This design comes from an exercise in tuning for small area and a short achievable clock period on the open sky130 flow, not from production work. No functional check of the RTL was part of any run shown here. Power and IR drop assume default switching activity.

==> flow/design.v, too long to show whole: its modules and the start of the top module <==
// module DSP48A1_simplified: 1816 lines
// module dsp_fa: 4 lines
// module dsp_ha: 4 lines
module DSP48A1_simplified (P, A, B, D, C, clk, rst_n);
  // ...
==> flow/flow/run.sh <==
#!/bin/bash
# The standard layout (standard.sh: the standard synthesis, then ORFS to the
# routed layout), with two changes made through ORFS's own variables:
#  - the port buffers are plain buf_1 cells instead of the delay-cell buffers
#    that port buffering picks by default (every port still gets its own buffer);
#  - clock tree synthesis uses clkbuf_8 buffers with sink clusters of at most
#    14 flip-flops (80 um across) and no dummy loads, instead of clkbuf_16 leaves.
# All make/tool output goes to standard.log in this folder.
set -uo pipefail
export BUFFER_PORTS_ARGS="-buffer_cell sky130_fd_sc_hd__buf_1"
export CTS_ARGS="-sink_clustering_enable -repair_clock_nets -dont_use_dummy_load -buf_list sky130_fd_sc_hd__clkbuf_8 -sink_clustering_size 14 -sink_clustering_max_diameter 80"
bash standard.sh > standard.log 2>&1
==> flow/standard.sh <==
#!/bin/bash
# synth_recipe.tcl (not shown) runs the flow's synth.tcl, then flattens the netlist and writes it again
# the make line also repeats each setting of config.mk as NAME=value (left out here)
make -C /OpenROAD-flow-scripts/flow DESIGN_CONFIG=/design/flow/config.mk WORK_HOME=/design/flow/orfs CLKGATE_MAP_FILE= SYNTH_SCRIPT=/design/flow/synth_recipe.tcl "${@:-finish}"
==> flow/config.mk <==
export PLATFORM = sky130hd
export DESIGN_NAME = DSP48A1_simplified
export DESIGN_NICKNAME = DSP48A1_simplified
export VERILOG_FILES = /design/flow/design.v
export SDC_FILE = /design/flow/constraint.sdc
export NUM_CORES = 4
export LEC_CHECK = 0
export CAP_MARGIN = 20
export CORE_MARGIN = 2
export CORE_UTILIZATION = 40
export SETUP_SLACK_MARGIN = 3.4
export SLEW_MARGIN = 20
export SYNTH_HIERARCHICAL = 1
export TNS_END_PERCENT = 0
==> flow/constraint.sdc <==
create_clock -name core_clock -period 6.5 [get_ports {clk}]
set_input_delay 1.3000 -clock core_clock [delete_from_list [all_inputs] [get_ports {clk}]]
set_output_delay 1.3000 -clock core_clock [all_outputs]
set_load 0.01 [all_outputs]
==> impl_metrics.py, run 1 <==
metrics = {
    "layout": {
        "multiInputGateArea_um2": 11100,
        "area_growth_pct": 9.02,
        "nClkBuffers": 20,
        "layout-drive-gt1-share": 0.0830,
        "nFlopsAndLatches": 217,
        "n_all_buffers": 172,
        "clk_share": 0.0158,
        "top_register": "P",
    },
    "critical_path": {
        "crit_start": "R2_17",
        "crit_path_top_delay_cell": "fa_1",
        "path_max_fanout": 5,
        "critPathTopFamily": "compound AO/OA/AOI/OAI gates",
        "cp.buffers_inverters": 2,
        "crit_required_ps": 7000,
        "crit_arrival_ps": 3680,
        "worstSetupPathType": "reg -> reg",
        "slowest_delay_ps": 580,
    },
    "grt": {
        "grt_pass1_wl_um": 64100,
        "grtUsageMet1": 0.281,
    },
    "detailed_routing": {
        "wl_met1_um": 18500,
        "viasPerCell": 5.33,
        "wl_met3_um": 3300,
    },
    "sta": {
        "hold_viol": 0,
        "hold_ws_ps": 428,
        "finalCritPeriodShare": 0.490,
        "relSlewSlack": 0.375,
    },
    "logic_synthesis": {
        "synth_xor_area_frac": 0.117,
        "yosysMostFrequentCell": "dfxtp_1",
        "syn_area_um2": 16000,
        "syn_inst": 1537,
        "syn_nets": 1940,
    },
    "clocking": {
        "clkLatencyLatePin_ps": 560,
    },
    "flow_run": {
        "drv_cap": 0,
    },
    "place": {
        "dp.cells": 2110,
    },
    "run_status": {
        "outcome": "timing/DRC/antenna clean",
    },
    "power": {
        "power.switching_mw": 3.75,
        "peakVddDrop_uv": 182,
    },
    "floorplan": {
        "nWellTaps": 525,
        "die_y_um": 204,
        "io_pins": 152,
        "initial_core_util": 0.403,
    },
}
==> run 2, diff against run 1 <==
--- a/flow/config.mk
+++ b/flow/config.mk
@@ -8,7 +8,7 @@
 export CAP_MARGIN = 20
 export CORE_MARGIN = 2
 export CORE_UTILIZATION = 40
-export SETUP_SLACK_MARGIN = 3.4
+export SETUP_SLACK_MARGIN = 3.3
 export SLEW_MARGIN = 20
 export SYNTH_HIERARCHICAL = 1
-export TNS_END_PERCENT = 0
+export TNS_END_PERCENT = 10
==> run 2 against run 1 <==
Combinational power up 2%. Non-clock buffer count decreased by 2. Clock skew is 25 ps lower. Clock-buffer cell count unchanged. Critical endpoint is now R2_16. Clock power about the same. Final cell count barely moved. Still clean. Sequential share of layout area hardly changed.
==> impl_metrics.py, run 2 <==
metrics = {
    "run_status": {
        "outcome": "timing/DRC/antenna clean",
    },
    "power": {
        "peakVddDrop_uv": 165,
        "power_density_nw_per_um2": 499,
        "power.leakage_nw": 6.95,
    },
    "logic_synthesis": {
        "synth-main-ff-cell": "dfxtp_1",
        "synth_top_cells_by_area": "dfxtp_1 27%, fa_1 22%, xnor2_1 11%, ha_1 9.7%, a22oi_1 7.2%",
        "ys_warn_count": 7,
        "synth_edf_count": 0,
        "yosysTopAreaCell": "dfxtp_1",
        "ys_ff_latch": 217,
        "syn_avg_cell_area_um2": 10.4,
        "yosysMostFrequentCell": "dfxtp_1",
        "syn_inst": 1537,
        "yosys.area.top_type_share": 0.272,
        "syn_nets": 1940,
        "seq_area_frac_synth": 0.272,
        "synthArstFlopShare": 0,
        "synth_common_cells": "217 x dfxtp_1, 194 x xnor2_1, 175 x fa_1",
        "yosysUniqueCellTypes": 60,
        "syn_area_um2": 16000,
    },
    "floorplan": {
        "die_area_um2": 41500,
        "core_um2": 39500,
        "initial_core_util": 0.403,
        "die_width_um": 204,
        "placementRows": 73,
        "io_pins": 152,
        "die_y_um": 204,
    },
    "detailed_routing": {
        "antenna_left": 0,
        "firstDrtPassIters": 6,
        "drt_iter0_markers": 928,
        "vias": 11332,
        "routedWlPerCell_um": 19.1,
        "viasPerCell": 5.30,
        "wl_um": 40800,
        "drc": 0,
    },
    "sta": {
        "worst_pin_slew_ps": 951,
        "final.min_clock_period_ps": 3170,
        "relSlewSlack": 0.365,
        "rsz0062_at_grt": "true",
        "final_max_slew_viol_count": 0,
        "setup_violations": 0,
        "hold_viol": 0,
        "fmax_mhz": 315,
        "setup_slack_ps": 3330,
        "finalCritPeriodShare": 0.488,
        "setup_tns_ps": 0,
        "fin_skew_ps": 29.9,
    },
    "place": {
        "hpwlAfterDp_um": 29400,
        "place.port_buffers": 151,
        "pre_cts_ws_ps": 2740,
        "gp_congestion": 0.868,
        "post_dp_cell_area_um2": 16800,
    },
    "clocking": {
        "clk_pin_slew_worst_paths_ps": 90,
        "cts_tree": "yes",
        "cts.root.buffer_cell": "clkbuf_8",
        "cts_inserted_buffers": 20,
        "h-tree-depth": 1,
        "cts_hold_buf": 0,
        "cts.sinks": 217,
        "cts_buffer_depth": 3,
        "clkLatencyLatePin_ps": 560,
    },
    "worst_hold_path": {
        "hold_class": "reg -> reg",
    },
    "flow_run": {
        "drv_cap": 0,
    },
    "critical_path": {
        "path_cells": "a22oi_1 > xnor2_1 > fa_1 > fa_2 > fa_1 > fa_1 > and2_1",
        "cp_common_cell": "fa_1",
        "crit_path_top_delay_cell": "dfxtp_2",
        "critPathCaptureType": "register",
        "crit_required_ps": 6960,
        "slowest_delay_ps": 590,
        "path_max_fanout": 18,
        "crit_arrival_ps": 3630,
        "startpoint_type": "register",
        "worstSetupPathType": "reg -> reg",
    },
    "layout": {
        "area_growth_pct": 9.40,
        "top_regs": "P x48, S x19, A_r x18",
        "final_util": 0.441,
        "final_cell_area_um2": 17500,
        "largest_register_ffs": 48,
        "top_register": "P",
        "nets": 2017,
        "layout_common_cells": "193 x xnor2_1, 182 x dfxtp_1, 167 x fa_1",
        "final_common_cell": "xnor2_1",
        "layout-drive-gt1-share": 0.0881,
    },
    "grt": {
        "grt_util_all_layers": 0.194,
        "grt_pass1_wl_um": 63700,
        "antenna_found_initial": 0,
        "globalRouteOverflowTotal": 0,
        "grt_max_degree": 82,
        "grt_pass1_vias": 11487,
    },
}
run 2: cell types whose count changed in the layout (fill, tap and decap cells not counted), sizes merged:
cell,change
buf,-2
diode,+1
run 2: power breakdown:
part	switching (mW)	internal, mW
clock	0.436	0.275
sequential	0.356	1.78
combinational	3.00	2.86
run 2: area by class of cell:
| cell class | instances | area [µm²] |
|---|---|---|
| multi-input cells | 1150 | 11100 |
| inverters | 55 | 206 |
| clock buffers | 20 | 275 |
| diodes | 1 | 2.50 |
| flip-flops and latches | 217 | 4460 |
| fillers | 3740 | 22100 |
| well taps | 525 | 657 |
| repair buffers | 170 | 713 |
run 2: worst paths after layout:
| kind | start | end | slack, ps | cells after the start |
|---|---|---|---|---|
| worst min register to register | S[0] | B2[0] | 430 | 1 |
| worst max-delay path | B1[0] | R2_16 | 3330 | 7 |
| worst min-delay path | S[0] | B2[0] | 430 | 1 |
| worst max register to register | B1[0] | R2_16 | 3330 | 7 |
run 2: critical path: cells and delay by family, from the launching register on:
| kind | cells | cell delay, ps |
|---|---|---|
| xor gates and xnor gates | 1 | 270 |
| AOI/OAI and AO/OA | 1 | 180 |
| DFF | 1 | 590 |
| and+or+nand+nor | 1 | 160 |
| adders and majority gates | 4 | 1880 |
run 2: cell families (layout without fill, tap and decap cells):
kind of cell | Yosys count | in the layout | share of synthesized area
XOR/XNOR | 213 | 213 | 0.117
other | 0 | 1 | 0
buffers and inverters | 170 | 245 | 0.0401
multiplexers | 31 | 31 | 0.0215
adder cells (fa/ha/maj) | 299 | 299 | 0.317
AND/OR/NAND/NOR | 300 | 300 | 0.0933
AO/OA/AOI/OAI | 307 | 307 | 0.139
flip-flops | 217 | 217 | 0.272
run 2: metrics by stage:
step | total power [mW] | hold slack (ps) | std cells
after CTS | 8.51 | 442 | 2129
final | 8.70 | 429 | 2138
after detailed placement | 7.72 | 422 | 2109
after global placement | 7.56 | 402 | 2109
after floorplan | 6.18 | 384 | 1537
after global routing | 9.65 | 451 | 2137
run 2: modules after synthesis (local to each module, per instance):
module,flip-flops and latches,cell area (µm²),copies in the design,cells
dsp_ha,0,12.5,48,1
DSP48A1_simplified,217,12000,1,1321
dsp_fa,0,20.0,168,1
run 2: what timing repair did:
item,4_1_cts,5_1_grt
endpoints found under the setup margin,73,32
resized for setup,46,40
setup buffers,0,8
pin swaps,4,15
run 2: per-layer routing:
metal  routed length (µm)  global-route usage  vias up
li1                     -                   -     5370
met4                  839              0.0623        0
met2                18100               0.292      436
met5                    0                   0        -
met3                 3470              0.0484       61
met1                18400               0.271     5465

[what the ideal ports hide]
Ports are ideal in the flow. The routed layouts listed here were re-timed in OpenROAD. Step 1 (the two cells are an assumption about what drives the block):
set clk [get_ports {clk}]
set_driving_cell -lib_cell sky130_fd_sc_hd__clkbuf_16 $clk
set_driving_cell -lib_cell sky130_fd_sc_hd__buf_2 [delete_from_list [all_inputs] $clk]
Step 2, shift: input delay + t, output delay - t, t = (earliest + latest rising clock arrival at the registers) / 2. This alone moves slack from input paths to output paths. a / b / c = ideal / step 1 / step 2; a / b = the first two.
| run | t (ns) | slack for setup (ns) | worst data-port slew with drivers (ns) | pins driven straight from the clock port |
|---|---|---|---|---|
| run 1 | 0.578 | 3.314 / 3.314 / 2.821 | 0.08 | 1 |
| run 2 | 0.594 | 3.327 / 3.327 / 2.850 | 0.06 | 1 |
After both steps every run listed still meets setup and hold. The setup slack of run 1, which loses most, moves by 0.000 ns with the drivers and by -0.493 ns with both steps.
